What follows belongs to an exercise in optimizing a design on an open flow for small area and a short achievable clock period; a production flow would make more cautious choices.
Function was checked by simulation only, so behaviour that the tests miss may differ from the original.
No activity file was given, so power comes from the tool's default toggle rates.

`design/flow/run.sh`:
```
#!/bin/bash
# synth_recipe.tcl (not shown) runs the flow's synth.tcl, then flattens the netlist and writes it again
# the make line also repeats each setting of config.mk as NAME=value (left out here)
make -C /OpenROAD-flow-scripts/flow DESIGN_CONFIG=/design/flow/config.mk WORK_HOME=/design/flow/orfs CLKGATE_MAP_FILE= SYNTH_SCRIPT=/design/flow/synth_recipe.tcl finish
```
`design/flow/config.mk`:
```
export PLATFORM = sky130hd
export DESIGN_NAME = cpu
export DESIGN_NICKNAME = cpu
export VERILOG_FILES = /design/flow/design.v
export SDC_FILE = /design/flow/constraint.sdc
export NUM_CORES = 4
export LEC_CHECK = 0
export CAP_MARGIN = 20
export CORE_MARGIN = 2
export CORE_UTILIZATION = 40
export SLEW_MARGIN = 20
```
`design/flow/constraint.sdc`:
```
create_clock -name core_clock -period 11.0 [get_ports {CLK}]
set_input_delay 2.2000 -clock core_clock [delete_from_list [all_inputs] [get_ports {CLK}]]
set_output_delay 2.2000 -clock core_clock [all_outputs]
set_load 0.01 [all_outputs]
```
`design/flow/design.v`:
```
module pcnext(pc, off, take, n);
    input  [29:0] pc;
    input  [7:0]  off;
    input         take;
    output [29:0] n;
    wire [7:0]  L = pc[7:0];
    wire [21:0] U = pc[29:8];
    wire [8:0] lb = {1'b0, L} + {1'b0, off} + 9'd1;
    wire [8:0] li = {1'b0, L} + 9'd1;
    wire [7:0] nl  = take ? lb[7:0] : li[7:0];
    wire       inc = take ? (lb[8] & ~off[7]) : li[8];
    wire       dec = take & ~lb[8] & off[7];
    wire [21:0] A, Z;
    assign A[0] = 1'b1;
    assign Z[0] = 1'b1;
    genvar g;
    generate for (g = 1; g < 22; g = g + 1) begin : chain
        assign A[g] = A[g-1] & U[g-1];
        assign Z[g] = Z[g-1] & ~U[g-1];
    end endgenerate
    wire [21:0] nu = U ^ (({22{inc}} & A) | ({22{dec}} & Z));
    assign n = {nu, nl};
endmodule
module rdmux(s, i0, i1, i2, i3, i4, i5, i6, i7, o);
    input  [2:0] s;
    input  [7:0] i0, i1, i2, i3, i4, i5, i6, i7;
    output [7:0] o;
    wire [7:0] a = s[1] ? (s[0] ? i3 : i2) : (s[0] ? i1 : i0);
    wire [7:0] b = s[1] ? (s[0] ? i7 : i6) : (s[0] ? i5 : i4);
    assign o = s[2] ? b : a;
endmodule
module mul8lo(a, b, p);
    input  [7:0] a, b;
    output [7:0] p;
    wire pp0_0 = a[0] & b[0];
    wire pp0_1 = a[1] & b[0];
    wire pp0_2 = a[2] & b[0];
    wire pp0_3 = a[3] & b[0];
    wire pp0_4 = a[4] & b[0];
    wire pp0_5 = a[5] & b[0];
    wire pp0_6 = a[6] & b[0];
    wire pp0_7 = a[7] & b[0];
    wire pp1_0 = a[0] & b[1];
    wire pp1_1 = a[1] & b[1];
    wire pp1_2 = a[2] & b[1];
    wire pp1_3 = a[3] & b[1];
    wire pp1_4 = a[4] & b[1];
    wire pp1_5 = a[5] & b[1];
    wire pp1_6 = a[6] & b[1];
    wire pp2_0 = a[0] & b[2];
    wire pp2_1 = a[1] & b[2];
    wire pp2_2 = a[2] & b[2];
    wire pp2_3 = a[3] & b[2];
    wire pp2_4 = a[4] & b[2];
    wire pp2_5 = a[5] & b[2];
    wire pp3_0 = a[0] & b[3];
    wire pp3_1 = a[1] & b[3];
    wire pp3_2 = a[2] & b[3];
    wire pp3_3 = a[3] & b[3];
    wire pp3_4 = a[4] & b[3];
    wire pp4_0 = a[0] & b[4];
    wire pp4_1 = a[1] & b[4];
    wire pp4_2 = a[2] & b[4];
    wire pp4_3 = a[3] & b[4];
    wire pp5_0 = a[0] & b[5];
    wire pp5_1 = a[1] & b[5];
    wire pp5_2 = a[2] & b[5];
    wire pp6_0 = a[0] & b[6];
    wire pp6_1 = a[1] & b[6];
    wire pp7_0 = a[0] & b[7];
    wire s1 = pp0_6 ^ pp1_5;
    wire c2 = pp0_6 & pp1_5;
    wire s3 = pp0_7 ^ pp1_6 ^ pp2_5;
    wire s5 = pp3_4 ^ pp4_3;
    wire s7 = pp0_4 ^ pp1_3;
    wire c8 = pp0_4 & pp1_3;
    wire s9 = pp0_5 ^ pp1_4 ^ pp2_3;
    wire c10 = (pp0_5 & pp1_4) | (pp2_3 & (pp0_5 ^ pp1_4));
    wire s11 = pp3_2 ^ pp4_1;
    wire c12 = pp3_2 & pp4_1;
    wire s13 = s1 ^ pp2_4 ^ pp3_3;
    wire c14 = (s1 & pp2_4) | (pp3_3 & (s1 ^ pp2_4));
    wire s15 = pp4_2 ^ pp5_1 ^ pp6_0;
    wire c16 = (pp4_2 & pp5_1) | (pp6_0 & (pp4_2 ^ pp5_1));
    wire s17 = c2 ^ s3 ^ s5;
    wire s19 = pp5_2 ^ pp6_1 ^ pp7_0;
    wire s21 = pp0_3 ^ pp1_2;
    wire c22 = pp0_3 & pp1_2;
    wire s23 = s7 ^ pp2_2 ^ pp3_1;
    wire c24 = (s7 & pp2_2) | (pp3_1 & (s7 ^ pp2_2));
    wire s25 = c8 ^ s9 ^ s11;
    wire c26 = (c8 & s9) | (s11 & (c8 ^ s9));
    wire s27 = c10 ^ c12 ^ s13;
    wire c28 = (c10 & c12) | (s13 & (c10 ^ c12));
    wire s29 = c14 ^ c16 ^ s17;
    wire s31 = pp0_2 ^ pp1_1;
    wire c32 = pp0_2 & pp1_1;
    wire s33 = s21 ^ pp2_1 ^ pp3_0;
    wire c34 = (s21 & pp2_1) | (pp3_0 & (s21 ^ pp2_1));
    wire s35 = c22 ^ s23 ^ pp4_0;
    wire c36 = (c22 & s23) | (pp4_0 & (c22 ^ s23));
    wire s37 = c24 ^ s25 ^ pp5_0;
    wire c38 = (c24 & s25) | (pp5_0 & (c24 ^ s25));
    wire s39 = c26 ^ s27 ^ s15;
    wire c40 = (c26 & s27) | (s15 & (c26 ^ s27));
    wire s41 = c28 ^ s29 ^ s19;
    wire [7:0] ra = {c40, c38, c36, c34, c32, s31, pp0_1, pp0_0};
    wire [7:0] rb = {s41, s39, s37, s35, s33, pp2_0, pp1_0, 1'b0};
    assign p = ra + rb;
endmodule
module shifter(d, imm, is_sll, out);
    input  [7:0] d, imm;
    input        is_sll;
    output [7:0] out;
    wire [2:0] n   = imm[2:0];
    wire [1:0] k   = imm[7:6];
    wire [2:0] amt = is_sll ? (3'd0 - n) : n;
    wire [7:0] r0 = amt[0] ? {d[0],  d[7:1]}  : d;
    wire [7:0] r1 = amt[1] ? {r0[1:0], r0[7:2]} : r0;
    wire [7:0] r2 = amt[2] ? {r1[3:0], r1[7:4]} : r1;
    wire [7:0] ml, mr;
    genvar j;
    generate for (j = 0; j < 8; j = j + 1) begin : m
        assign ml[j] = (n <= j);
        assign mr[j] = (n <= 7 - j);
    end endgenerate
    wire spec_l = (imm == 8'd8);
    wire spec_r = ~k[1] & (imm[3:0] == 4'd8);
    wire [7:0] msk = is_sll ? (spec_l ? 8'd0 : ml)
                            : (k == 2'b10) ? 8'hff : (spec_r ? 8'd0 : mr);
    wire fill = ~is_sll & (k == 2'b01) & d[7];
    assign out = (r2 & msk) | ({8{fill}} & ~msk);
endmodule
module cpu(PC, INSTRUCTION, CLK, RESET);
    input  [31:0] INSTRUCTION;
    input         CLK, RESET;
    output [31:0] PC;
    wire [3:0] o   = INSTRUCTION[27:24];
    wire       vld = (INSTRUCTION[31:28] == 4'd0);
    wire [7:0] off = INSTRUCTION[23:16];
    wire [2:0] rd  = INSTRUCTION[18:16];
    wire [2:0] rt  = INSTRUCTION[10:8];
    wire [2:0] rs  = INSTRUCTION[2:0];
    wire [7:0] imm = INSTRUCTION[7:0];
    reg  [29:0] pc_q;
    reg  [7:0]  r0, r1, r2, r3, r4, r5, r6, r7;
    assign PC = {pc_q, 2'b00};
    wire [7:0] d1, d2;
    rdmux rm1(.s(rt), .i0(r0), .i1(r1), .i2(r2), .i3(r3), .i4(r4), .i5(r5), .i6(r6), .i7(r7), .o(d1));
    rdmux rm2(.s(rs), .i0(r0), .i1(r1), .i2(r2), .i3(r3), .i4(r4), .i5(r5), .i6(r6), .i7(r7), .o(d2));
    wire nr     = ~RESET;
    wire s_imm  = nr & ~o[2] & ~o[1] & ~o[0];           
    wire s_mov  = nr & ~o[3] & ~o[2] & ~o[1] & o[0];    
    wire s_add  = nr & ~o[3] & o[1];                    
    wire s_and  = nr & ~o[3] & o[2] & ~o[0];            
    wire s_or   = nr & ~o[3] & o[2] & o[0];             
    wire s_mul  = nr & o[3] & ~o[2] & ~o[1];            
    wire s_sh   = nr & o[3] & (o[2] | o[1]);            
    wire we     = vld & ((~o[3] & ~(o[2] & o[1])) | (o[3] & (o[2] ? ~o[1] : (o[1] | o[0]))));
    wire       sub = o[0];
    wire [7:0] sum = d1 + (d2 ^ {8{sub}}) + {7'd0, sub};
    wire [7:0] prod;
    mul8lo mu(.a(d1), .b(d2), .p(prod));
    wire [7:0] shv;
    shifter sh(.d(d1), .imm(imm), .is_sll(o[1] & ~o[0]), .out(shv));
    wire [7:0] res = ({8{s_imm}} & imm) | ({8{s_mov}} & d2) | ({8{s_add}} & sum) |
                     ({8{s_and}} & (d1 & d2)) | ({8{s_or}} & (d1 | d2)) |
                     ({8{s_mul}} & prod) | ({8{s_sh}} & shv);
    wire [7:0] wen;
    assign wen[0] = RESET | (we & ~rd[2] & ~rd[1] & ~rd[0]);
    assign wen[1] = RESET | (we & ~rd[2] & ~rd[1] &  rd[0]);
    assign wen[2] = RESET | (we & ~rd[2] &  rd[1] & ~rd[0]);
    assign wen[3] = RESET | (we & ~rd[2] &  rd[1] &  rd[0]);
    assign wen[4] = RESET | (we &  rd[2] & ~rd[1] & ~rd[0]);
    assign wen[5] = RESET | (we &  rd[2] & ~rd[1] &  rd[0]);
    assign wen[6] = RESET | (we &  rd[2] &  rd[1] & ~rd[0]);
    assign wen[7] = RESET | (we &  rd[2] &  rd[1] &  rd[0]);
    always @(posedge CLK) begin
        if (wen[0]) r0 <= res;
        if (wen[1]) r1 <= res;
        if (wen[2]) r2 <= res;
        if (wen[3]) r3 <= res;
        if (wen[4]) r4 <= res;
        if (wen[5]) r5 <= res;
        if (wen[6]) r6 <= res;
        if (wen[7]) r7 <= res;
    end
    wire eq   = (d1 == d2);
    wire take = vld & ((o == 4'd6) | ((o == 4'd7) & eq) | ((o == 4'd8) & ~eq));
    wire [29:0] pc_n;
    pcnext pn(.pc(pc_q), .off(off), .take(take), .n(pc_n));
    always @(posedge CLK) begin
        if (RESET) pc_q <= 30'd0;
        else       pc_q <= pc_n;
    end
endmodule
```
==> qor.yml, run 1 <==
cts_setup_buffers: 0
endpoint: "r6[7]$_DFFE_PP_"
place_area_um2: 8180
maxCapViolations: 0
n_antenna_cell: 0
stdcell_area_um2: 8490
cp_max_fo: 9
grt_pass1_wl_um: 30300
power_density_nw_per_um2: 164
initial_utilization_pct: 40.8
synth.distinct_cells: 66
max_slew_margin_pct: 23.6
ctsHtreeMaxLevel: 3
synth_warnings: 1
cp-start-kind: "primary input"
hold_depth: 2
cp_common_cell: "xnor2_1"
period_share_pct: 72.8
antenna_left: 0
synth_seq_cells: 94
drtPass1Iterations: 6
syn2layout_area_growth_pct: 15.9
yosysSeqAreaShare_pct: 34.4
reg2reg_slack_ps: 5460
crit_chain: "clkdlybuf4s50_1 -> mux4_2 -> mux2i_1 -> inv_1 -> ha_1 -> inv_1 -> fa_1 -> fa_1 -> fa_1 -> xnor2_1 -> xnor2_1 -> xnor2_1 -> xnor2_1 -> xnor2_1 -> xnor3_1 -> xnor2_1 -> o211ai_1"
numCtsBuffers: 9
cts-root-buf: "clkbuf_16"
final_cell_mix: "nor2_1, edfxtp_1, inv_1, clkdlybuf4s50_1, nand2_1"
first_iter_violations: 370
cp.arrival_ps: 8070
placed_cells_incl_taps: 996
skew_ps: 7.35
tightestPinTransition_ps: 1140
critPathRequiredTime_ps: 11060
worstReg2RegStart: "r7[3]$_DFFE_PP_"
vdd_drop_max_v: 0.000142
synth.avg_cell_area_um2: 10.0
synthFlopType: "edfxtp_1"
ff2ff_path_depth: 16
fmax_ghz: 0.125
rows: 49
finalNonFillerCells: 1012
syn_area_um2: 7330
clk_pin_slew_ps: 70
cts_resized: 0
clock-sinks: 94
setup_violations: 0
endpoint_kind: "flop"
cts_max_path_buffers: 2
critical_path_class: "primary input to flop"
whs_ps: 525
setup_tns_ps: 0
hold_path.class: "flop to flop"
wl_um: 18900
slew_viol_final: 0
synthArstFlopShare_pct: 0
hold_viol: 0
setup_slack_ps: 3000
numPortBuffers: 58
synth_edf_count: 64
min_period_ps: 8000
grt_max_degree: 37
crit_start: "INSTRUCTION[8]"
viasPerCell: 5.73
status: "timing/DRC/antenna clean"
r2r-end: "r6[7]$_DFFE_PP_"
die_h_um: 139
drive_gt1_share_pct: 10.6
clk_latency_ps: 350
grt_pass1_vias: 5772
cts.hold.buffers_added: 0
vias: 5797
die_w_um: 139
ios: 66
drc: 0
slowest_stage: "clkdlybuf4s50_1"
grt_usage_pct: 19.8
antenna_found_initial: 0
final_common_cell: "nor2_1"
nets: 872
core_um2: 18000
grt_overflow: 0
die_area_um2: 19400
gp_congestion: 0.951
wl_per_cell_um: 18.7
pre_cts_slack_ps: 2350
rsz0062_at_grt: "no"
dp_hpwl_um: 14100
cts_tree: "yes"
cpPeakStageDelay_ps: 900
syn_inst: 730
p_leak_nw: 3.29
[per-stage QoR]
stage          total power, W  util (%)
6_report              0.00139      47.3
5_1_grt               0.00149      47.3
4_1_cts               0.00140      47.3
3_5_place_dp          0.00108      45.6
3_3_place_gp          0.00105      45.6
2_1_floorplan        0.000915         -
[registers in the layout (all words and copies together), names as in the netlist]
name  count
r3        8
r5        8
r6        8
pc_q     30
r7        8
r0        8
r1        8
r2        8
r4        8
[final cells by class]
class,instances,area (um2)
repair buffers,72,681
inverters,58,218
fillers,1643,9480
well taps,229,287
clock buffers,9,225
flip-flops and latches,94,2520
multi-input cells,543,4480
clock inverters,7,80.1
[synthesized netlist by cell type, drive strengths merged, types with 5 or more instances]
cell    count  area share [%]
dfxtp      30             8.2
a31oi       5            0.43
buf         9            0.70
o21a        6            0.61
o22ai      12             1.0
xnor2      45             5.4
clkbuf     27             1.4
nor3        7            0.55
o31ai       8            0.82
xor2       12             1.4
a221oi      5            0.60
fa         13             3.6
o32ai       7            0.94
nand2b      5            0.43
a21o        8            0.82
nand3      15             1.0
nor4        5            0.43
nand2      49             2.5
mux2        6            0.97
or4         5            0.61
mux4       32             9.8
edfxtp     64              26
a21oi      29             2.0
a211oi      7            0.72
and2        5            0.43
nor2       80             4.1
inv        58             3.0
ha         47             8.0
nand4       7            0.60
or3        11             1.1
mux2i      28             3.8
nor2b       8            0.68
o21ai      31             2.1
o211ai      6            0.61
[worst max-delay path, delay by kind of cell]
kind | cells | cell delay [ps]
adders and majority gates | 4 | 1580
xor gates and xnor gates | 7 | 1330
muxes | 2 | 1260
buffers and inverters | 3 | 1170
AOI/OAI and AO/OA | 1 | 510
[cells by family (layout without fill, tap and decap cells)]
kind of cell | count (synthesis) | in the layout | share of synthesized area [%]
and+or+nand+nor | 206 | 206 | 13.3
AOI/OAI and AO/OA | 151 | 151 | 13.8
DFF | 94 | 94 | 34.4
buffers and inverters | 94 | 146 | 5.06
muxes | 66 | 66 | 14.6
adders and majority gates | 60 | 60 | 11.6
xor gates and xnor gates | 58 | 58 | 7.12
other | 1 | 2 | 0.0512
[how the worst min path moves through the flow]
| stage | start | endpoint | slack (ps) |
|---|---|---|---|
| final | pc_q[19]$_SDFF_PP0_ | pc_q[19]$_SDFF_PP0_ | 520 |
| after global routing | pc_q[19]$_SDFF_PP0_ | pc_q[19]$_SDFF_PP0_ | 550 |
| after CTS | pc_q[19]$_SDFF_PP0_ | pc_q[19]$_SDFF_PP0_ | 530 |
| after detailed placement | pc_q[19]$_SDFF_PP0_ | pc_q[19]$_SDFF_PP0_ | 520 |
| after global placement | pc_q[19]$_SDFF_PP0_ | pc_q[19]$_SDFF_PP0_ | 520 |
| after floorplan | pc_q[19]$_SDFF_PP0_ | pc_q[19]$_SDFF_PP0_ | 510 |
[layer usage]
| metal | track usage (%) | vias to the layer above | share of wire (%) |
|---|---|---|---|
| met5 | 0 | - | 0 |
| met4 | 8.13 | 0 | 2.9 |
| met3 | 2.20 | 36 | 3.6 |
| met2 | 34.1 | 141 | 50 |
| met1 | 25.4 | 2839 | 44 |
| li1 | - | 2781 | - |
[power by group]
part	internal [W]	switching (W)	total, W
sequential	0.000451	0.0000232	0.000474
combinational	0.000268	0.000331	0.000599
clock	0.000180	0.000138	0.000318
==> run 2: changes to the inputs <==
--- a/design/flow/config.mk
+++ b/design/flow/config.mk
@@ -10,2 +10,3 @@
 export CORE_UTILIZATION = 40
+export SETUP_SLACK_MARGIN = 4.5
 export SLEW_MARGIN = 20
==> qor.yml, run 2 <==
status: "timing/DRC/antenna clean"  # unchanged
die_area_um2: 19400  # unchanged
period_share_pct: 59.2  # was 72.8%
tightestPinTransition_ps: 1180  # was 1140 ps
rsz0062_at_grt: "yes"  # was no
grt_pass1_wl_um: 32500  # was 30,300 um
first_iter_violations: 493  # was 370
seq_area_um2: 2520  # unchanged
ctsHtreeMaxLevel: 3  # unchanged
critPathRequiredTime_ps: 11100  # was 11,060 ps
slew_viol_final: 0  # unchanged
max_slew_margin_pct: 20.8  # was 23.6%
synth_warnings: 1  # unchanged
syn_area_um2: 7330  # unchanged
drtPass1Iterations: 4  # was 6
yosysSeqAreaShare_pct: 34.4  # unchanged
grt_max_degree: 37  # unchanged
cp.arrival_ps: 6620  # was 8070 ps
clk_latency_ps: 360  # was 350 ps
dp_hpwl_um: 14500  # was 14,100 um
wl_per_cell_um: 19.9  # was 18.7 um
yosysTopAreaCellShare_pct: 26.2  # unchanged
power_density_nw_per_um2: 166  # was 164 nW/um2
grt_overflow: 0  # unchanged
cts_tree: "yes"  # unchanged
crit_chain: "buf_6 -> buf_12 -> buf_12 -> mux4_2 -> mux2i_4 -> inv_1 -> ha_1 -> inv_1 -> fa_1 -> fa_1 -> fa_2 -> xnor2_2 -> xnor2_1 -> xnor2_1 -> xnor2_1 -> xnor2_1 -> xnor3_1 -> xnor2_2 -> o211ai_1 -> buf_4"  # was clkdlybuf4s50_1 -> mux4_2 -> mux2i_1 -> inv_1 -> ha_1 -> inv_1 -> fa_1 -> fa_1 -> fa_1 -> xnor2_1 -> xnor2_1 -> xnor2_1 -> xnor2_1 -> xnor2_1 -> xnor3_1 -> xnor2_1 -> o211ai_1
path_buf_inv: 6  # was 3
drive_gt1_share_pct: 18.2  # was 10.6%
synth_common_cells: "nor2_1, edfxtp_1, inv_1, nand2_1, ha_1"  # unchanged
critical_path_class: "primary input to flop"  # unchanged
core_um2: 18000  # unchanged
final_cell_mix: "nor2_1, edfxtp_1, inv_1"  # was nor2_1, edfxtp_1, inv_1, clkdlybuf4s50_1, nand2_1
regMostFlops: "pc_q"  # unchanged
hold_path.class: "flop to flop"  # unchanged
setup_tns_ps: 0  # unchanged
crit_family: "adder cells"  # unchanged
cts-root-buf: "clkbuf_16"  # unchanged
initial_utilization_pct: 40.8  # unchanged
vdd_drop_max_v: 0.000150  # was 0.000142 V
syn2layout_area_growth_pct: 24.6  # was 15.9%
n_antenna_cell: 0  # unchanged
drc: 0  # unchanged
reg2reg_slack_ps: 6200  # was 5460 ps
syn_inst: 730  # unchanged
cp_common_cell: "xnor2_1"  # unchanged
antenna_found_initial: 0  # unchanged
yosysMostFrequentCell: "nor2_1"  # unchanged
place_area_um2: 8250  # was 8180 um2
p_leak_nw: 3.52  # was 3.29 nW
clock-sinks: 94  # unchanged
cts_max_path_buffers: 2  # unchanged
fmax_ghz: 0.154  # was 0.125 GHz
num-fill-cells: 1587  # was 1,643
multi_input_area_um2: 4710  # was 4480 um2
ios: 66  # unchanged
numCtsBuffers: 9  # unchanged
die_h_um: 139  # unchanged
die_w_um: 139  # unchanged
synth_seq_cells: 94  # unchanged
viasPerCell: 5.86  # was 5.73
min_period_ps: 6510  # was 8000 ps
hold_viol: 0  # unchanged
cpPeakStageDelay_ps: 520  # was 900 ps
slowest_stage: "mux4_2"  # was clkdlybuf4s50_1
stdcell_area_um2: 9130  # was 8490 um2
rows: 49  # unchanged
gp_congestion: 0.902  # was 0.951
setup_violations: 0  # unchanged
largest_reg_flops: 30  # unchanged
skew_ps: 9.53  # was 7.35 ps
synth.avg_cell_area_um2: 10.0  # unchanged
maxCapViolations: 0  # unchanged
synth_edf_count: 64  # unchanged
vias: 6108  # was 5,797
synthArstFlopShare_pct: 0  # unchanged
synthFlopType: "edfxtp_1"  # unchanged
cp_max_fo: 8  # was 9
wl_um: 20800  # was 18,900 um
yosys-top-cells-area: "edfxtp_1, mux4_2, dfxtp_1, ha_1, xnor2_1"  # unchanged
synth.distinct_cells: 66  # unchanged
antenna_left: 0  # unchanged
numPortBuffers: 58  # unchanged
cp-start-kind: "primary input"  # unchanged
grt_pass1_vias: 6001  # was 5,772
nets: 903  # was 872
grt_usage_pct: 21.3  # was 19.8%
clk_pin_slew_ps: 70  # about the same
yosys.area.top_type: "edfxtp_1"  # unchanged
endpoint_kind: "flop"  # unchanged
final_common_cell: "nor2_1"  # unchanged
[run 2: path summary, 6_finish.rpt]
check / cells after the start / start / to
worst min register to register: 2 / pc_q[19]$_SDFF_PP0_ / pc_q[19]$_SDFF_PP0_
worst max register to register: 17 / r6[5]$_DFFE_PP_ / r6[7]$_DFFE_PP_
worst min-delay path: 2 / pc_q[19]$_SDFF_PP0_ / pc_q[19]$_SDFF_PP0_
worst max-delay path: 20 / INSTRUCTION[1] / r6[7]$_DFFE_PP_
[run 2: report_power, final]
group | internal (W) | leakage [nW] | switching (W)
combinational | 0.000340 | 2.49 | 0.000398
clock | 0.000157 | 0.136 | 0.000148
sequential | 0.000451 | 0.897 | 0.0000255
total | 0.000948 | 3.52 | 0.000571
[run 2: final cells by class]
type	instances	area share, %
multi-input cells	543	51.6
flip-flops and latches	94	27.6
repair buffers	103	12.1
well taps	229	3.14
clock buffers	10	2.51
inverters	58	2.39
clock inverters	6	0.548
[run 2: repair_timing]
item / CTS / global route
hold buffers: 0 / 0
setup endpoints to repair: 86 / 42
setup buffers: 24 / 8
pin swaps: 14 / 14
gates cloned: 3 / 0
resized for setup: 58 / 16
[run 2: worst min-delay path, stage by stage, from the launching register on]
cell and delay (ps):
dfxtp_1 350, nand2_1 70, o21ai_0 60
[run 2: layer usage]
metal	track usage (%)	vias to the layer above	part of all wire [%]
met4	8.40	0	2.5
met2	35.4	208	49
met1	28.0	3022	43
met3	3.34	33	5.8
met5	0	-	0
li1	-	2845	-
[run 2: kinds of logic after synthesis]
kind of cell	after synthesis	share of synthesized area, %
simple gates	206	13.3
fa+ha+maj	60	11.6
xor+xnor	58	7.12
compound gates	151	13.8
mux	66	14.6
other cells	1	0.0512
flops	94	34.4
buf+inv	94	5.06
[run 2: metrics by stage]
| step | setup WS (ps) | hold WS [ps] | power [W] | instances | utilization [%] |
|---|---|---|---|---|---|
| final | 4490 | 532 | 0.00152 | 1043 | 50.8 |
| after detailed placement | 2430 | 515 | 0.00112 | 992 | 45.9 |
| after global routing | 4370 | 580 | 0.00160 | 1043 | 50.8 |
| after floorplan | 4440 | 512 | 0.000942 | 731 | - |
| after CTS | 4410 | 539 | 0.00148 | 1035 | 49.8 |
| after global placement | 2570 | 514 | 0.00109 | 992 | 45.9 |
==> run 3: changes to the inputs <==
--- a/design/flow/config.mk
+++ b/design/flow/config.mk
@@ -10,3 +10,3 @@
 export CORE_UTILIZATION = 40
-export SETUP_SLACK_MARGIN = 4.5
+export SETUP_SLACK_MARGIN = 5
 export SLEW_MARGIN = 20
==> qor.yml, run 3 <==
antenna_left: 0  # unchanged
yosysMostFrequentCell: "nor2_1"  # unchanged
synth-compound-area-share_pct: 13.8  # unchanged
power_w: 0.00161  # was 0.00152 W
grt_overflow: 0  # unchanged
swShare_pct: 36.9  # was 37.6%
slew_viol_final: 7  # was 0
status: "failed layout checks"  # was timing/DRC/antenna clean
numPortBuffers: 58  # unchanged
route.met3.wl_um: 1100  # was 1220 um
critical_path_class: "primary input to flop"  # unchanged
endpoint_kind: "flop"  # unchanged
endpoint: "r1[7]$_DFFE_PP_"  # was r6[7]$_DFFE_PP_
synth_top_family_by_area: "multiplexers"  # unchanged
gp_congestion: 0.930  # was 0.902
viasPerCell: 5.87  # was 5.86
grt_pass1_vias: 6073  # was 6,001
min_period_ps: 6440  # was 6510 ps
cts-root-buf: "clkbuf_16"  # unchanged
numCtsBuffers: 9  # unchanged
synth_warnings: 1  # unchanged
n_antenna_cell: 0  # unchanged
nets: 910  # was 903
synthXorXnorAreaFrac_pct: 7.12  # unchanged
clock-sinks: 94  # unchanged
synthAdderAreaFrac_pct: 11.6  # unchanged
die_h_um: 139  # unchanged
ios: 66  # unchanged
cp_max_fo: 8  # unchanged
antenna_found_initial: 0  # unchanged
rows: 49  # unchanged
drc: 0  # unchanged
tightestPinTransition_ps: 1550  # was 1180 ps
cts_max_path_buffers: 2  # unchanged
wl_met2_um: 10500  # was 10,200 um
drive_gt1_share_pct: 22.2  # was 18.2%
ff2ff_path_depth: 18  # was 17
grt_pass1_wl_um: 32800  # was 32,500 um
setup_violations: 0  # unchanged
yosys-top-cells-area: "edfxtp_1, mux4_2, dfxtp_1, ha_1, xnor2_1"  # unchanged
synth.avg_cell_area_um2: 10.0  # unchanged
fmax_ghz: 0.155  # was 0.154 GHz
cp-start-kind: "primary input"  # unchanged
worstReg2RegStart: "r7[0]$_DFFE_PP_"  # was r6[5]$_DFFE_PP_
first_iter_violations: 524  # was 493
synth_mux_area_share_pct: 14.6  # unchanged
final_util_pct: 52.4  # was 50.8%
synth.distinct_cells: 66  # unchanged
synth_seq_cells: 94  # unchanged
synth_common_cells: "nor2_1, edfxtp_1, inv_1, nand2_1, ha_1"  # unchanged
power_density_nw_per_um2: 171  # was 166 nW/um2
internal_power_w: 0.00101  # was 0.000948 W
skew_ps: 10.2  # was 9.53 ps
die_w_um: 139  # unchanged
largest_reg_flops: 30  # unchanged
crit_start: "INSTRUCTION[9]"  # was INSTRUCTION[1]
yosysSeqAreaShare_pct: 34.4  # unchanged
synthArstFlopShare_pct: 0  # unchanged
vdd_drop_max_v: 0.000143  # was 0.000150 V
core_um2: 18000  # unchanged
final_cell_mix: "nor2_1, edfxtp_1, inv_1"  # unchanged
regMostFlops: "pc_q"  # unchanged
syn_area_um2: 7330  # unchanged
dp_hpwl_um: 14300  # was 14,500 um
placed_cells_incl_taps: 991  # was 992
clkPwrFrac_pct: 20.0  # was 20.1%
critPathRequiredTime_ps: 11100  # about the same
syn2layout_area_growth_pct: 28.4  # was 24.6%
synthFlopType: "edfxtp_1"  # unchanged
p_leak_nw: 3.65  # was 3.52 nW
wl_per_cell_um: 19.8  # was 19.9 um
period_share_pct: 58.5  # was 59.2%
ctsHtreeMaxLevel: 3  # unchanged
drtPass1Iterations: 5  # was 4
yosysTopAreaCellShare_pct: 26.2  # unchanged
synthSimpleGateAreaFrac_pct: 13.3  # unchanged
syn_inst: 730  # unchanged
hold_viol: 0  # unchanged
reg2reg_slack_ps: 6190  # was 6200 ps
p_switching_w: 0.000592  # was 0.000571 W
maxCapViolations: 1  # was 0
setup_tns_ps: 0  # unchanged
check.faults: "capacitance limit, slew limit"
cp.arrival_ps: 6530  # was 6620 ps
final_common_cell: "nor2_1"  # unchanged
finalNonFillerCells: 1050  # was 1,043
wl_met1_um: 8690  # was 8850 um
vias: 6166  # was 6,108
synth_edf_count: 64  # unchanged
hold_path.class: "flop to flop"  # unchanged
cts_tree: "yes"  # unchanged
power_frac_comb_pct: 50.5  # was 48.5%
grt_usage_pct: 21.4  # was 21.3%
r2r-end: "r1[7]$_DFFE_PP_"  # was r6[7]$_DFFE_PP_
max_slew_margin_pct: -4.27  # was 20.8%
dr.max_layer_used: "met4"  # unchanged
initial_utilization_pct: 40.8  # unchanged
rsz0062_at_grt: "yes"  # unchanged
wl_um: 20800  # about the same
yosys.area.top_type: "edfxtp_1"  # unchanged
grt_max_degree: 37  # unchanged
die_area_um2: 19400  # unchanged
clk_latency_ps: 350  # was 360 ps
clk_pin_slew_ps: 70  # about the same
seq_power_share_pct: 29.5  # was 31.4%
==> run 3: logic make-up (layout without fill, tap and decap cells) <==
group,Yosys count,count (layout)
AOI/OAI and AO/OA,151,152
xor gates and xnor gates,58,58
adders and majority gates,60,60
buffers and inverters,94,183
DFF,94,94
muxes,66,66
other,1,2
and+or+nand+nor,206,206
==> run 3: worst min-delay path by stage <==
stage | start | endpoint | cells after the start
after floorplan | pc_q[19]$_SDFF_PP0_ | pc_q[19]$_SDFF_PP0_ | 2
after CTS | pc_q[19]$_SDFF_PP0_ | pc_q[19]$_SDFF_PP0_ | 2
after detailed placement | pc_q[19]$_SDFF_PP0_ | pc_q[19]$_SDFF_PP0_ | 2
final | pc_q[19]$_SDFF_PP0_ | pc_q[19]$_SDFF_PP0_ | 2
after global placement | pc_q[19]$_SDFF_PP0_ | pc_q[19]$_SDFF_PP0_ | 2
after global routing | pc_q[19]$_SDFF_PP0_ | pc_q[19]$_SDFF_PP0_ | 2
==> run 3: layout make-up <==
class                   instances  area [um2]
multi-input cells             544        4930
inverters                      58         220
fillers                      1591        8560
flip-flops and latches         94        2520
repair buffers                109        1140
well taps                     229         287
clock inverters                 6        75.1
clock buffers                  10         229
==> run 3: worst max-delay path: stages <==
cell	delay (ps)
buf_8	90
bufbuf_16	270
mux4_2	520
mux2i_4	190
buf_12	150
nor2_1	60
fa_1	500
inv_1	50
fa_1	470
fa_1	520
inv_1	60
ha_4	280
inv_1	40
o21bai_1	170
a21oi_2	90
xnor3_1	370
xnor2_2	210
o211ai_1	100
buf_4	180
==> run 3: power by group through the flow <==
stage | clock [W] | combinational, W | sequential (W)
floorplan | 0 | 0.000492 | 0.000473
global placement | 0 | 0.000633 | 0.000476
detailed placement | 0 | 0.000654 | 0.000482
CTS | 0.000330 | 0.000762 | 0.000474
global route | 0.000342 | 0.000872 | 0.000480
finish | 0.000322 | 0.000810 | 0.000474
==> run 3: per-layer routing <==
metal	track usage (%)	vias up
met1	27.6	3076
met3	3.72	40
met4	6.38	0
met2	36.9	195
met5	0	-
li1	-	2855
==> run 3: timing repair <==
item                                    CTS  global route
setup buffers                            31             8
hold buffers                              0             0
endpoints found under the setup margin   94            71
gates cloned                              3             1
pin swaps                                18            22
resized for setup                        72            36
==> run 3: per-stage QoR <==
stage / area [um2] / hold WS [ps] / setup WS (ps)
floorplan: 7550 / 512 / 4440
global placement: 8280 / 503 / 2630
detailed placement: 8280 / 512 / 2490
CTS: 9130 / 522 / 4470
global route: 9410 / 565 / 4420
finish: 9410 / 509 / 4560
==> run 4: changes to the inputs <==
--- a/design/flow/design.v
+++ b/design/flow/design.v
@@ -7,7 +7,7 @@
     wire [21:0] U = pc[29:8];
-    wire [8:0] lb = {1'b0, L} + {1'b0, off} + 9'd1;
-    wire [8:0] li = {1'b0, L} + 9'd1;
-    wire [7:0] nl  = take ? lb[7:0] : li[7:0];
-    wire       inc = take ? (lb[8] & ~off[7]) : li[8];
-    wire       dec = take & ~lb[8] & off[7];
+    wire [8:0] lb = {1'b0, L} + {1'b0, off & {8{take}}} + 9'd1;
+    wire [7:0] nl  = lb[7:0];
+    wire       s   = take & off[7];
+    wire       inc = lb[8] & ~s;
+    wire       dec = ~lb[8] & s;
     wire [21:0] A, Z;
@@ -114,20 +114,18 @@
     output [7:0] out;
-    wire [2:0] n   = imm[2:0];
-    wire [1:0] k   = imm[7:6];
-    wire [2:0] amt = is_sll ? (3'd0 - n) : n;
-    wire [7:0] r0 = amt[0] ? {d[0],  d[7:1]}  : d;
-    wire [7:0] r1 = amt[1] ? {r0[1:0], r0[7:2]} : r0;
-    wire [7:0] r2 = amt[2] ? {r1[3:0], r1[7:4]} : r1;
-    wire [7:0] ml, mr;
+    wire [2:0] n = imm[2:0];
+    wire a0 = n[0];
+    wire a1 = n[1] ^ (is_sll & n[0]);
+    wire a2 = n[2] ^ (is_sll & (n[1] | n[0]));
+    wire [7:0] r0 = a0 ? {d[0],  d[7:1]}  : d;
+    wire [7:0] r1 = a1 ? {r0[1:0], r0[7:2]} : r0;
+    wire [7:0] r2 = a2 ? {r1[3:0], r1[7:4]} : r1;
+    wire kill = is_sll ? (imm == 8'd8) : (~imm[7] & (imm[3:0] == 4'd8));
+    wire all  = ~is_sll & imm[7] & ~imm[6];
+    wire [7:0] keep;
     genvar j;
     generate for (j = 0; j < 8; j = j + 1) begin : m
-        assign ml[j] = (n <= j);
-        assign mr[j] = (n <= 7 - j);
+        assign keep[j] = ~kill & (all | (is_sll ? (n <= j) : (n <= 7 - j)));
     end endgenerate
-    wire spec_l = (imm == 8'd8);
-    wire spec_r = ~k[1] & (imm[3:0] == 4'd8);
-    wire [7:0] msk = is_sll ? (spec_l ? 8'd0 : ml)
-                            : (k == 2'b10) ? 8'hff : (spec_r ? 8'd0 : mr);
-    wire fill = ~is_sll & (k == 2'b01) & d[7];
-    assign out = (r2 & msk) | ({8{fill}} & ~msk);
+    wire fill = ~is_sll & ~imm[7] & imm[6] & d[7];
+    assign out = (r2 & keep) | ({8{fill}} & ~keep);
 endmodule
==> qor.yml, run 4 <==
fmax_ghz: 0.140  # was 0.155 GHz
grt_usage_pct: 20.1  # was 21.4%
regMostFlops: "pc_q"  # unchanged
hold_depth: 3  # was 2
synth.avg_cell_area_um2: 10.9  # was 10.0 um2
first_iter_violations: 331  # was 524
yosysTopAreaCellShare_pct: 26.7  # was 26.2%
clk_latency_ps: 340  # was 350 ps
drive_gt1_share_pct: 28.6  # was 22.2%
ios: 66  # unchanged
hold_path.class: "flop to flop"  # unchanged
setup_slack_ps: 3840  # was 4560 ps
skew_ps: 7.81  # was 10.2 ps
viasPerCell: 5.60  # was 5.87
yosysMostFrequentCell: "nor2_1"  # unchanged
wl_um: 19700  # was 20,800 um
critPathRequiredTime_ps: 11210  # was 11,100 ps
syn_inst: 659  # was 730
synth.distinct_cells: 69  # was 66
syn_area_um2: 7210  # was 7330 um2
ff2ff_path_depth: 34  # was 18
drtPass1Iterations: 5  # unchanged
cts_tree: "yes"  # unchanged
vias: 5725  # was 6,166
hold_viol: 0  # unchanged
whs_ps: 592  # was 509 ps
slew_viol_final: 0  # was 7
ctsHtreeMaxLevel: 3  # unchanged
cp_common_cell: "buf_4"
synth_seq_cells: 94  # unchanged
max_slew_margin_pct: 29.0  # was -4.27%
antenna_found_initial: 0  # unchanged
gp_congestion: 0.926  # was 0.930
period_share_pct: 65.1  # was 58.5%
nets: 879  # was 910
synthArstFlopShare_pct: 0  # unchanged
grt_overflow: 0  # unchanged
synth_common_cells: "nor2_1, edfxtp_1, inv_1, ha_1, xnor2_1"  # was nor2_1, edfxtp_1, inv_1, nand2_1, ha_1
grt_max_degree: 36  # was 37
slowest_stage: "mux4_2"  # unchanged
vdd_drop_max_v: 0.000193  # was 0.000143 V
core_um2: 17800  # was 18,000 um2
pre_cts_slack_ps: 1600  # was 2490 ps
antenna_left: 0  # unchanged
grt_pass1_vias: 5620  # was 6,073
yosysSeqAreaShare_pct: 35.0  # was 34.4%
path_buf_inv: 19  # was 7
power_density_nw_per_um2: 171  # about the same
min_period_ps: 7160  # was 6440 ps
final_cell_mix: "nor2_1, buf_4, edfxtp_1"  # was nor2_1, edfxtp_1, inv_1
endpoint_kind: "flop"  # unchanged
tightestPinTransition_ps: 1060  # was 1550 ps
yosys-top-cells-area: "edfxtp_1, mux4_2, dfxtp_1, ha_1, xnor2_1"  # unchanged
final_common_cell: "nor2_1"  # unchanged
yosys.area.top_type: "edfxtp_1"  # unchanged
cts_max_path_buffers: 2  # unchanged
wl_per_cell_um: 19.3  # was 19.8 um
status: "timing/DRC/antenna clean"  # was failed layout checks
drc: 0  # unchanged
worstReg2RegStart: "r7[0]$_DFFE_PP_"  # unchanged
critical_path_class: "primary input to flop"  # unchanged
die_area_um2: 19100  # was 19,400 um2
hold-path-endpoint: "pc_q[0]$_SDFF_PP0_"  # was pc_q[19]$_SDFF_PP0_
numPortBuffers: 58  # unchanged
die_w_um: 138  # was 139 um
synth_warnings: 1  # unchanged
synthFlopType: "edfxtp_1"  # unchanged
die_h_um: 138  # was 139 um
cp-start-kind: "primary input"  # unchanged
hold_start: "pc_q[0]$_SDFF_PP0_"  # was pc_q[19]$_SDFF_PP0_
p_leak_nw: 3.76  # was 3.65 nW
rsz0062_at_grt: "yes"  # unchanged
r2r-end: "pc_q[6]$_SDFF_PP0_"  # was r1[7]$_DFFE_PP_
numCtsBuffers: 9  # unchanged
largest_reg_flops: 30  # unchanged
dp_hpwl_um: 13100  # was 14,300 um
initial_utilization_pct: 40.4  # was 40.8%
setup_tns_ps: 0  # unchanged
maxCapViolations: 0  # was 1
cp.arrival_ps: 7370  # was 6530 ps
synth_edf_count: 64  # unchanged
cp_max_fo: 8  # unchanged
crit_family: "buffers and inverters"  # was adder cells
final_util_pct: 53.5  # was 52.4%
reg2reg_slack_ps: 5450  # was 6190 ps
cpPeakStageDelay_ps: 530  # was 520 ps
syn2layout_area_growth_pct: 32.3  # was 28.4%
rows: 49  # unchanged
grt_pass1_wl_um: 30300  # was 32,800 um
clk_pin_slew_ps: 70  # about the same
cts-root-buf: "clkbuf_16"  # unchanged
n_antenna_cell: 0  # unchanged
power_w: 0.00163  # was 0.00161 W
setup_violations: 0  # unchanged
clock-sinks: 94  # unchanged
==> run 4: changes by cell type after synthesis, sizes merged, moves of 9 or more <==
cell    before  now
a21oi       29   20
clkbuf      27   13
nand2       49   35
nor3         7   17
o21ai       31   22
o22ai       12    3
or3         11    2
==> run 4: cell families (layout without fill, tap and decap cells) <==
kind of cell             after synthesis  after routing  share of synthesized area [%]
XOR/XNOR                              53             53                           6.73
AO/OA/AOI/OAI                        104            104                           9.70
AND/OR/NAND/NOR                      199            199                           13.6
adder cells (fa/ha/maj)               57             57                           11.2
buffers and inverters                 82            215                           5.83
multiplexers                          69             69                           17.9
other                                  1              2                         0.0520
flip-flops                            94             94                           35.0
==> run 4: worst max-delay path by stage <==
stage                     cells past startpoint  slack [ps]             endpoint      startpoint
after global routing                         29        3590  pc_q[28]$_SDFF_PP0_  INSTRUCTION[0]
after global placement                       28        1620  pc_q[28]$_SDFF_PP0_  INSTRUCTION[9]
after CTS                                    29        3950  pc_q[28]$_SDFF_PP0_  INSTRUCTION[0]
after floorplan                              29        3560  pc_q[28]$_SDFF_PP0_  INSTRUCTION[0]
final                                        35        3840   pc_q[6]$_SDFF_PP0_  INSTRUCTION[0]
after detailed placement                     28        1600  pc_q[28]$_SDFF_PP0_  INSTRUCTION[9]
==> run 4: per-stage QoR <==
| step | instance area [um2] | instances |
|---|---|---|
| CTS | 9210 | 1008 |
| floorplan | 7340 | 660 |
| global placement | 8070 | 929 |
| detailed placement | 8070 | 929 |
| finish | 9540 | 1022 |
| global route | 9540 | 1022 |
==> run 4: metal layers <==
layer  GRT usage [%]  share of wire [%]
met3            2.70                4.9
met4            8.75                3.4
met2            35.4                 52
met5               0                  0
met1            24.7                 40
==> run 4: final cells by class <==
| type | instances | area (um2) |
|---|---|---|
| fillers | 1504 | 8300 |
| multi-input cells | 484 | 4750 |
| inverters | 56 | 211 |
| repair buffers | 143 | 1420 |
| flip-flops and latches | 94 | 2520 |
| clock inverters | 6 | 116 |
| well taps | 229 | 287 |
| clock buffers | 10 | 229 |
==> run 4: what timing repair did <==
item | 4_1_cts | 5_1_grt
gates resized for setup | 94 | 33
pin swaps | 30 | 29
setup endpoints to repair | 86 | 56
gates cloned | 3 | 1
hold buffers | 0 | 0
endpoints found under the hold margin | 0 | 0
buffers inserted | 60 | 13
==> run 4: worst register-to-register path: cells and delay by family, from the launching register on <==
family                   cells  cell delay [ps]
AND/OR/NAND/NOR              7              770
buffers and inverters       18             2090
multiplexers                 2              760
adder cells (fa/ha/maj)      3              760
AO/OA/AOI/OAI                4              640
flip-flops                   1              400
==> run 4: where the power goes <==
part / internal (W) / leakage [nW] / switching (W) / total (W)
clock network: 0.000224 / 0.168 / 0.000130 / 0.000355
registers: 0.000453 / 0.897 / 0.0000249 / 0.000478
logic: 0.000377 / 2.70 / 0.000421 / 0.000799

==> afterwards: timing with drivers on the ports <==
How much do the figures lean on ideal ports? The routed layouts below were timed once more, with nothing changed but the port constraints.
Step 1: set_driving_cell puts a clkbuf_16 on CLK and a buf_2 on each other input, an assumption about the parent block.
Step 2, shift: input delay + t, output delay - t, t = (earliest + latest rising clock arrival at the registers) / 2. This alone moves slack from input paths to output paths.
a / b / c = ideal ports / drivers / drivers and shift; a / b = the first two.
run | shift t [ns] | setup slack, ns | worst hold slack (ns) | worst data-port slew with drivers (ns) | cell pins on the clock port's net
run 1 | 0.385 | 2.996 / 3.010 / 2.625 | 0.525 / 0.525 / 0.525 | 0.05 | 1
run 2 | 0.395 | 4.487 / 4.478 / 4.083 | 0.532 / 0.532 / 0.532 | 0.06 | 1
run 3 | 0.387 | 4.562 / 4.550 / 4.163 | 0.509 / 0.509 / 0.509 | 0.08 | 1
run 4 | 0.373 | 3.844 / 3.672 / 3.298 | 0.592 / 0.592 / 0.592 | 0.22 | 1
For run 4, which loses most, drivers alone change the setup slack by -0.172 ns; drivers and shift together by -0.546 ns.
